Background: an optimization exercise with open tools, aiming at small area. Do not read the settings as production practice. RTL that was checked went through simulation tests only; none was proved equivalent to the original.

==> inputs of v11 <==
==> flow/design.v <==
`timescale 1ns / 1ps
`default_nettype none
module cic_filter# (
parameter INPUT_DATA_WIDTH = 16,
parameter DECIMATION_RATIO_R = 2048,
parameter NUMBER_OF_STAGES_N = 5,
parameter OUTPUT_DATA_WIDTH = 32
)(
    input wire i_clk,
    input wire i_resetn,
    input wire signed [INPUT_DATA_WIDTH - 1 : 0] i_data,
    output wire o_clk,
    output reg signed [OUTPUT_DATA_WIDTH - 1 : 0] o_data
);
localparam W  = 71;      
localparam SW = 12;      
localparam NS = 6;       
localparam QL = 208;     
reg [10:0] r_cnt;
always @(posedge i_clk or negedge i_resetn) begin
    if (~i_resetn) r_cnt <= 11'd0;
    else           r_cnt <= r_cnt + 11'd1;
end
assign o_clk = r_cnt[10];
reg r_ready;
always @(posedge i_clk or negedge i_resetn) begin
    if (~i_resetn) r_ready <= 1'b0;
    else           r_ready <= r_ready | r_cnt[9];
end
wire [NS-1:0] w_dump;
genvar gs;
generate
    for (gs = 0; gs < NS; gs = gs + 1) begin : DUMP
        assign w_dump[gs] = (r_cnt == 11'd1022 + gs);
    end
endgenerate
reg [3:0]    r_xd1;           
reg [NS-1:2] r_sgn;           
always @(posedge i_clk or negedge i_resetn) begin
    if (~i_resetn) begin
        r_xd1 <= 4'd0;
        r_sgn <= 0;
    end else begin
        r_xd1 <= i_data[15:12];
        r_sgn <= {r_sgn[NS-2:2], r_xd1[3]};
    end
end
reg  [5*W-1:0] r_int;
reg  [5*NS-1:0] r_cy;         
wire [5*W-1:0] w_sum;
wire [5*W-1:0] w_co;
genvar gi, gb;
generate
    for (gi = 0; gi < 5; gi = gi + 1) begin : INT
        for (gb = 0; gb < W; gb = gb + 1) begin : BIT
            wire a, b, ci;
            if (gi == 4)
                assign a = r_int[W*gi + gb] & ~w_dump[gb / SW];
            else
                assign a = r_int[W*gi + gb];
            if (gi == 0) begin
                if (gb < SW)        assign b = i_data[gb];
                else if (gb < 16)   assign b = r_xd1[gb - 12];
                else if (gb < 2*SW) assign b = r_xd1[3];
                else                assign b = r_sgn[gb / SW];
            end else begin
                assign b = r_int[W*(gi-1) + gb];
            end
            if (gb == 0)
                assign ci = 1'b0;
            else if (gb % SW == 0)
                assign ci = ~r_cy[NS*gi + gb / SW];
            else
                assign ci = w_co[W*gi + gb - 1];
            assign w_sum[W*gi + gb] = a ^ b ^ ci;
            assign w_co[W*gi + gb]  = (a & b) | (a & ci) | (b & ci);
        end
    end
endgenerate
integer ii, ss;
always @(posedge i_clk or negedge i_resetn) begin
    if (~i_resetn) begin
        r_int <= 0;
        r_cy  <= {5*NS{1'b1}};
    end else begin
        r_int <= w_sum;
        for (ii = 0; ii < 5; ii = ii + 1)
            for (ss = 1; ss < NS; ss = ss + 1)
                r_cy[NS*ii + ss] <= ~w_co[W*ii + SW*ss - 1];
    end
end
localparam CL = W - NS + 1;   
reg  [CL-1:0] r_cap;
reg  [CL-1:0] w_cap_nxt;
integer pp, s2;
always @* begin
    for (pp = 0; pp < CL; pp = pp + 1) begin
        w_cap_nxt[pp] = (pp < CL-1) ? r_cap[(pp < CL-1) ? pp+1 : pp] : 1'b0;
        for (s2 = 0; s2 < NS; s2 = s2 + 1)
            if (((pp + s2) / SW == s2) && (pp + s2 < W) && w_dump[s2])
                w_cap_nxt[pp] = r_int[W*4 + pp + s2];
    end
end
always @(posedge i_clk) r_cap <= w_cap_nxt;
wire w_first = (r_cnt == 11'd1023);
wire w_lo    = (r_cnt >= 11'd1023) && (r_cnt <= 11'd1086);
wire w_hi    = (r_cnt >= 11'd1087) && (r_cnt <= 11'd1093);
wire w_qwr   = (r_cnt >= 11'd1062) && (r_cnt <= 11'd1093);
reg [63:0] r_la [0:3];
reg [7:0]  r_lb [0:3];
reg [3:0]  r_br;              
wire [4:0] w_n;               
wire [3:0] w_s;
wire [3:0] w_bo;
assign w_n[0] = r_cap[0];
genvar gj;
generate
    for (gj = 0; gj < 4; gj = gj + 1) begin : COMB
        assign w_s[gj] = w_hi ? r_lb[gj][0] : r_la[gj][0];
        wire nb = ~w_s[gj];
        wire ci = w_first | r_br[gj];
        assign w_n[gj+1] = w_n[gj] ^ nb ^ ci;
        assign w_bo[gj]  = (w_n[gj] & nb) | (w_n[gj] & ci) | (nb & ci);
        always @(posedge i_clk) begin
            r_br[gj]  <= w_bo[gj];
            r_la[gj]  <= {w_lo ? w_n[gj] : (r_ready & r_la[gj][0]), r_la[gj][63:1]};
            r_lb[gj]  <= {w_hi ? w_n[gj] : (r_ready & r_lb[gj][0]), r_lb[gj][7:1]};
        end
    end
endgenerate
reg [QL-1:0] r_q;
always @(posedge i_clk)
    r_q <= {w_qwr ? w_n[4] : (r_ready & r_q[0]), r_q[QL-1:1]};
always @(posedge i_clk or negedge i_resetn) begin
    if (~i_resetn)
        o_data <= 0;
    else if (r_cnt == 11'd2047)
        o_data <= r_q[38:7];
end
endmodule
==> flow/run.sh <==
#!/bin/bash
# synth_recipe.tcl (not shown) runs the flow's synth.tcl, then flattens the netlist and writes it again
# the make line also repeats each setting of config.mk as NAME=value (left out here)
make -C /OpenROAD-flow-scripts/flow DESIGN_CONFIG=/design/flow/config.mk WORK_HOME=/design/flow/orfs CLKGATE_MAP_FILE= SYNTH_SCRIPT=/design/flow/synth_recipe.tcl finish
==> flow/config.mk <==
export PLATFORM = sky130hd
export DESIGN_NAME = cic_filter
export DESIGN_NICKNAME = cic_filter
export VERILOG_FILES = /design/flow/design.v
export SDC_FILE = /design/flow/constraint.sdc
export NUM_CORES = 4
export LEC_CHECK = 0
export CAP_MARGIN = 20
export CORE_MARGIN = 2
export CORE_UTILIZATION = 40
export CTS_BUF_LIST = sky130_fd_sc_hd__clkbuf_16
export CTS_CLUSTER_DIAMETER = 60
export CTS_CLUSTER_SIZE = 25
export SLEW_MARGIN = 20
==> flow/constraint.sdc <==
create_clock -name core_clock -period 6.0 [get_ports {i_clk}]
set_input_delay 1.2000 -clock core_clock [delete_from_list [all_inputs] [get_ports {i_clk}]]
set_output_delay 1.2000 -clock core_clock [all_outputs]
set_load 0.01 [all_outputs]
==> v39 (differences from v11) <==
==> flow/design.v (replaced) <==
`timescale 1ns / 1ps
`default_nettype none
module cic_filter# (
parameter INPUT_DATA_WIDTH = 16,
parameter DECIMATION_RATIO_R = 2048,
parameter NUMBER_OF_STAGES_N = 5,
parameter OUTPUT_DATA_WIDTH = 32
)(
    input wire i_clk,
    input wire i_resetn,
    input wire signed [INPUT_DATA_WIDTH - 1 : 0] i_data,
    output wire o_clk,
    output reg signed [OUTPUT_DATA_WIDTH - 1 : 0] o_data
);
localparam DATA_WIDTH = INPUT_DATA_WIDTH + NUMBER_OF_STAGES_N * $clog2(DECIMATION_RATIO_R);
localparam COUNTER_WIDTH = $clog2(DECIMATION_RATIO_R);
reg signed [DATA_WIDTH - 1 : 0] r_integratorData [NUMBER_OF_STAGES_N : 0];
reg signed [DATA_WIDTH - 1: 0] r_combData [NUMBER_OF_STAGES_N : 0];
reg signed [DATA_WIDTH - 1: 0] r_oldCombData [NUMBER_OF_STAGES_N - 1 : 0];
always @(posedge i_clk or negedge i_resetn) begin
    if(~i_resetn) begin
        r_integratorData[0] <= 0;
    end else begin
        r_integratorData[0] <= i_data;
    end
end
genvar i;
generate
    for(i = 0; i < NUMBER_OF_STAGES_N; i = i + 1) begin
        always @(posedge i_clk or negedge i_resetn) begin
            if(~i_resetn) begin
                r_integratorData[i+1] <= 0;
            end else begin
                r_integratorData[i+1] <= r_integratorData[i+1] + r_integratorData[i];
            end
        end
    end
endgenerate
reg [COUNTER_WIDTH - 1 : 0] r_clockCounter;
wire w_slowClock;
assign w_slowClock = r_clockCounter[COUNTER_WIDTH - 1];
always @(posedge i_clk or negedge i_resetn) begin
    if(~i_resetn) begin
        r_clockCounter <= 0;
    end else begin
        r_clockCounter <= r_clockCounter + 1;
    end
end
wire w_slowRise = (r_clockCounter == {1'b0, {(COUNTER_WIDTH - 1){1'b1}}});
wire w_slowFall = (r_clockCounter == {COUNTER_WIDTH{1'b1}});
always @(posedge i_clk or negedge i_resetn) begin
    if(~i_resetn) begin 
        r_combData[0] <= 0;
    end else if (w_slowRise) begin
        r_combData[0] <= r_integratorData[NUMBER_OF_STAGES_N];
    end
end
genvar j;
generate
    for(j = 0; j < NUMBER_OF_STAGES_N; j = j + 1) begin
        always @(posedge i_clk or negedge i_resetn) begin
            if (~i_resetn) begin
                r_combData[j+1] <= 0;
                r_oldCombData[j] <= 0;
            end else if (w_slowRise) begin
                r_combData[j+1] <= r_combData[j] - r_oldCombData[j];
                r_oldCombData[j] <= r_combData[j];
            end
        end
    end
endgenerate
always @(posedge i_clk or negedge i_resetn) begin
    if(~i_resetn) begin
        o_data <= 0;
    end else if (w_slowFall) begin
        o_data <= r_combData[NUMBER_OF_STAGES_N][(DATA_WIDTH - 1) -: OUTPUT_DATA_WIDTH];
    end
end
assign o_clk = w_slowClock;
endmodule
Settings changed: CTS_BUF_LIST sky130_fd_sc_hd__clkbuf_16 to not set, CTS_CLUSTER_DIAMETER 60 to not set, CTS_CLUSTER_SIZE 25 to not set.
==> v17 (differences from v11) <==
--- a/flow/design.v
+++ b/flow/design.v
@@ -17,3 +17,3 @@
 localparam NS = 6;       
-localparam QL = 208;     
+localparam QL = 260;     
 reg [10:0] r_cnt;
@@ -92,4 +92,5 @@
 localparam CL = W - NS + 1;   
-reg  [CL-1:0] r_cap;
+reg  [QL-1:0] r_q;
 reg  [CL-1:0] w_cap_nxt;
+wire w_qin;
 integer pp, s2;
@@ -97,9 +98,10 @@
     for (pp = 0; pp < CL; pp = pp + 1) begin
-        w_cap_nxt[pp] = (pp < CL-1) ? r_cap[(pp < CL-1) ? pp+1 : pp] : 1'b0;
+        w_cap_nxt[pp] = r_q[pp+1];
         for (s2 = 0; s2 < NS; s2 = s2 + 1)
-            if (((pp + s2) / SW == s2) && (pp + s2 < W) && w_dump[s2])
-                w_cap_nxt[pp] = r_int[W*4 + pp + s2];
+            if (((pp + s2) / SW == s2) && (pp + s2 < W))
+                w_cap_nxt[pp] = w_cap_nxt[pp] | (w_dump[s2] & r_int[W*4 + pp + s2]);
     end
 end
-always @(posedge i_clk) r_cap <= w_cap_nxt;
+always @(posedge i_clk)
+    r_q <= {w_qin, r_q[QL-1:CL+1], w_cap_nxt};
 wire w_first = (r_cnt == 11'd1023);
@@ -114,3 +116,3 @@
 wire [3:0] w_bo;
-assign w_n[0] = r_cap[0];
+assign w_n[0] = r_q[0];
 genvar gj;
@@ -130,5 +132,6 @@
 endgenerate
-reg [QL-1:0] r_q;
-always @(posedge i_clk)
-    r_q <= {w_qwr ? w_n[4] : (r_ready & r_q[0]), r_q[QL-1:1]};
+wire w_qclr = ~r_ready
+            | ((r_cnt >= 11'd1023) && (r_cnt <= 11'd1061))    
+            | ((r_cnt >= 11'd215)  && (r_cnt <= 11'd246));    
+assign w_qin = w_qwr ? w_n[4] : (~w_qclr & r_q[0]);
 always @(posedge i_clk or negedge i_resetn) begin
@@ -137,3 +140,3 @@
     else if (r_cnt == 11'd2047)
-        o_data <= r_q[38:7];
+        o_data <= r_q[246:215];
 end
==> flow/flow/run.sh (new file) <==
#!/bin/bash
# Own layout flow: the standard ORFS flow (standard synthesis unchanged) with
#  - a clock tree of clkbuf_16 sink buffers on larger clusters and no dummy loads,
#  - the port buffers made with buf_1 instead of the default cell.
set -euo pipefail
cd "$(dirname "$0")/.."
CTS="-sink_clustering_enable -repair_clock_nets -buf_list sky130_fd_sc_hd__clkbuf_16"
CTS="$CTS -sink_clustering_size ${CTS_SIZE:-28} -sink_clustering_max_diameter ${CTS_DIAM:-120} -dont_use_dummy_load"
bash standard.sh "CTS_ARGS=$CTS" "BUFFER_PORTS_ARGS=-buffer_cell sky130_fd_sc_hd__buf_1" finish > standard_flow.log 2>&1
test -f out/final.def
==> flow/standard.sh (new file) <==
#!/bin/bash
# synth_recipe.tcl (not shown) runs the flow's synth.tcl, then flattens the netlist and writes it again
# the make line also repeats each setting of config.mk as NAME=value (left out here)
make -C /OpenROAD-flow-scripts/flow DESIGN_CONFIG=/design/flow/config.mk WORK_HOME=/design/flow/orfs CLKGATE_MAP_FILE= SYNTH_SCRIPT=/design/flow/synth_recipe.tcl "${@:-finish}"
Settings changed: CTS_BUF_LIST sky130_fd_sc_hd__clkbuf_16 to not set, CTS_CLUSTER_DIAMETER 60 to not set, CTS_CLUSTER_SIZE 25 to not set.
removed: flow/run.sh
==> v10 (differences from v11) <==
--- a/flow/design.v
+++ b/flow/design.v
@@ -71,3 +71,3 @@
             else if (gb % SW == 0)
-                assign ci = ~r_cy[NS*gi + gb / SW];
+                assign ci = r_cy[NS*gi + gb / SW];
             else
@@ -83,3 +83,3 @@
         r_int <= 0;
-        r_cy  <= {5*NS{1'b1}};
+        r_cy  <= 0;
     end else begin
@@ -88,3 +88,3 @@
             for (ss = 1; ss < NS; ss = ss + 1)
-                r_cy[NS*ii + ss] <= ~w_co[W*ii + SW*ss - 1];
+                r_cy[NS*ii + ss] <= w_co[W*ii + SW*ss - 1];
     end
Settings changed: CTS_BUF_LIST sky130_fd_sc_hd__clkbuf_16 to not set, CTS_CLUSTER_DIAMETER 60 to not set, CTS_CLUSTER_SIZE 25 to not set.
==> results_dict.tcl <==
set metrics [dict create \
    critPathLaunch "r_cnt[6]" \
    postSynthAreaPerCell_um2 17.5 \
    cts_resized 2 \
    status "finished clean" \
    fin_crit_sh_pct 97.8 \
    die_y_um 288 \
    place_ws_ns -0.363 \
]
the above is filed under v10

==> results_dict.tcl <==
set metrics [dict create \
    die_y_um 284 \
    status "finished clean" \
    place_ws_ns -0.133 \
    die_area_um2 80800 \
    powerClk_uw 3070 \
    fin_crit_sh_pct 97.2 \
    critPathLaunch "r_cnt[9]" \
    cts_resized 3 \
    routed_via_density 4.20 \
]
the above is filed under v17

==> results_dict.tcl <==
set metrics [dict create \
    status "finished clean" \
    cts_resized 1 \
    critPathLaunch "r_cnt[9]" \
    place_ws_ns -0.293 \
    die_y_um 287 \
    fin_crit_sh_pct 96.5 \
    dr.pass1.iters 4 \
    postSynthAreaPerCell_um2 18.7 \
]
the above is filed under v11

==> results_dict.tcl <==
set metrics [dict create \
    status "finished clean" \
    diodes 0 \
    grt_max_degree 240 \
    clock_skew_ns 0.0249 \
    critPathLaunch "r_integratorData[0][15]" \
    place_ws_ns 1.72 \
    die_y_um 445 \
    fin_crit_sh_pct 71.8 \
]
the above is filed under v39

For v11, only the layout was checked, not whether the RTL still works.

port drivers added, routing unchanged:
Ports are ideal in the flow. The routed layouts listed here were re-timed in OpenROAD.
Step 1, drivers: a clkbuf_16 drives i_clk and a buf_2 each remaining input, both assumed.
Step 2, shift: input delay + t, output delay - t, t = (earliest + latest rising clock arrival at the registers) / 2. This alone moves slack from input paths to output paths.
Slacks: no drivers / after step 1 / after step 2; pairs: no drivers / after step 1.
| run | t (ns) | setup WS [ns] | worst slew at a driven data input, ns |
|---|---|---|---|
| v11 | 0.667 | 0.209 / 0.209 / -0.263 | 0.05 |
| v39 | 0.843 | 1.691 / 1.691 / 1.691 | 0.05 |
| v17 | 0.618 | 0.168 / 0.168 / 0.048 | 0.03 |
| v10 | 0.703 | 0.134 / 0.134 / -0.307 | 0.05 |
With both steps, setup timing fails in v11 and v10, where it was met with ideal ports. The setup slack of v11, which loses most, moves by 0.000 ns with the drivers and by -0.472 ns with both steps.
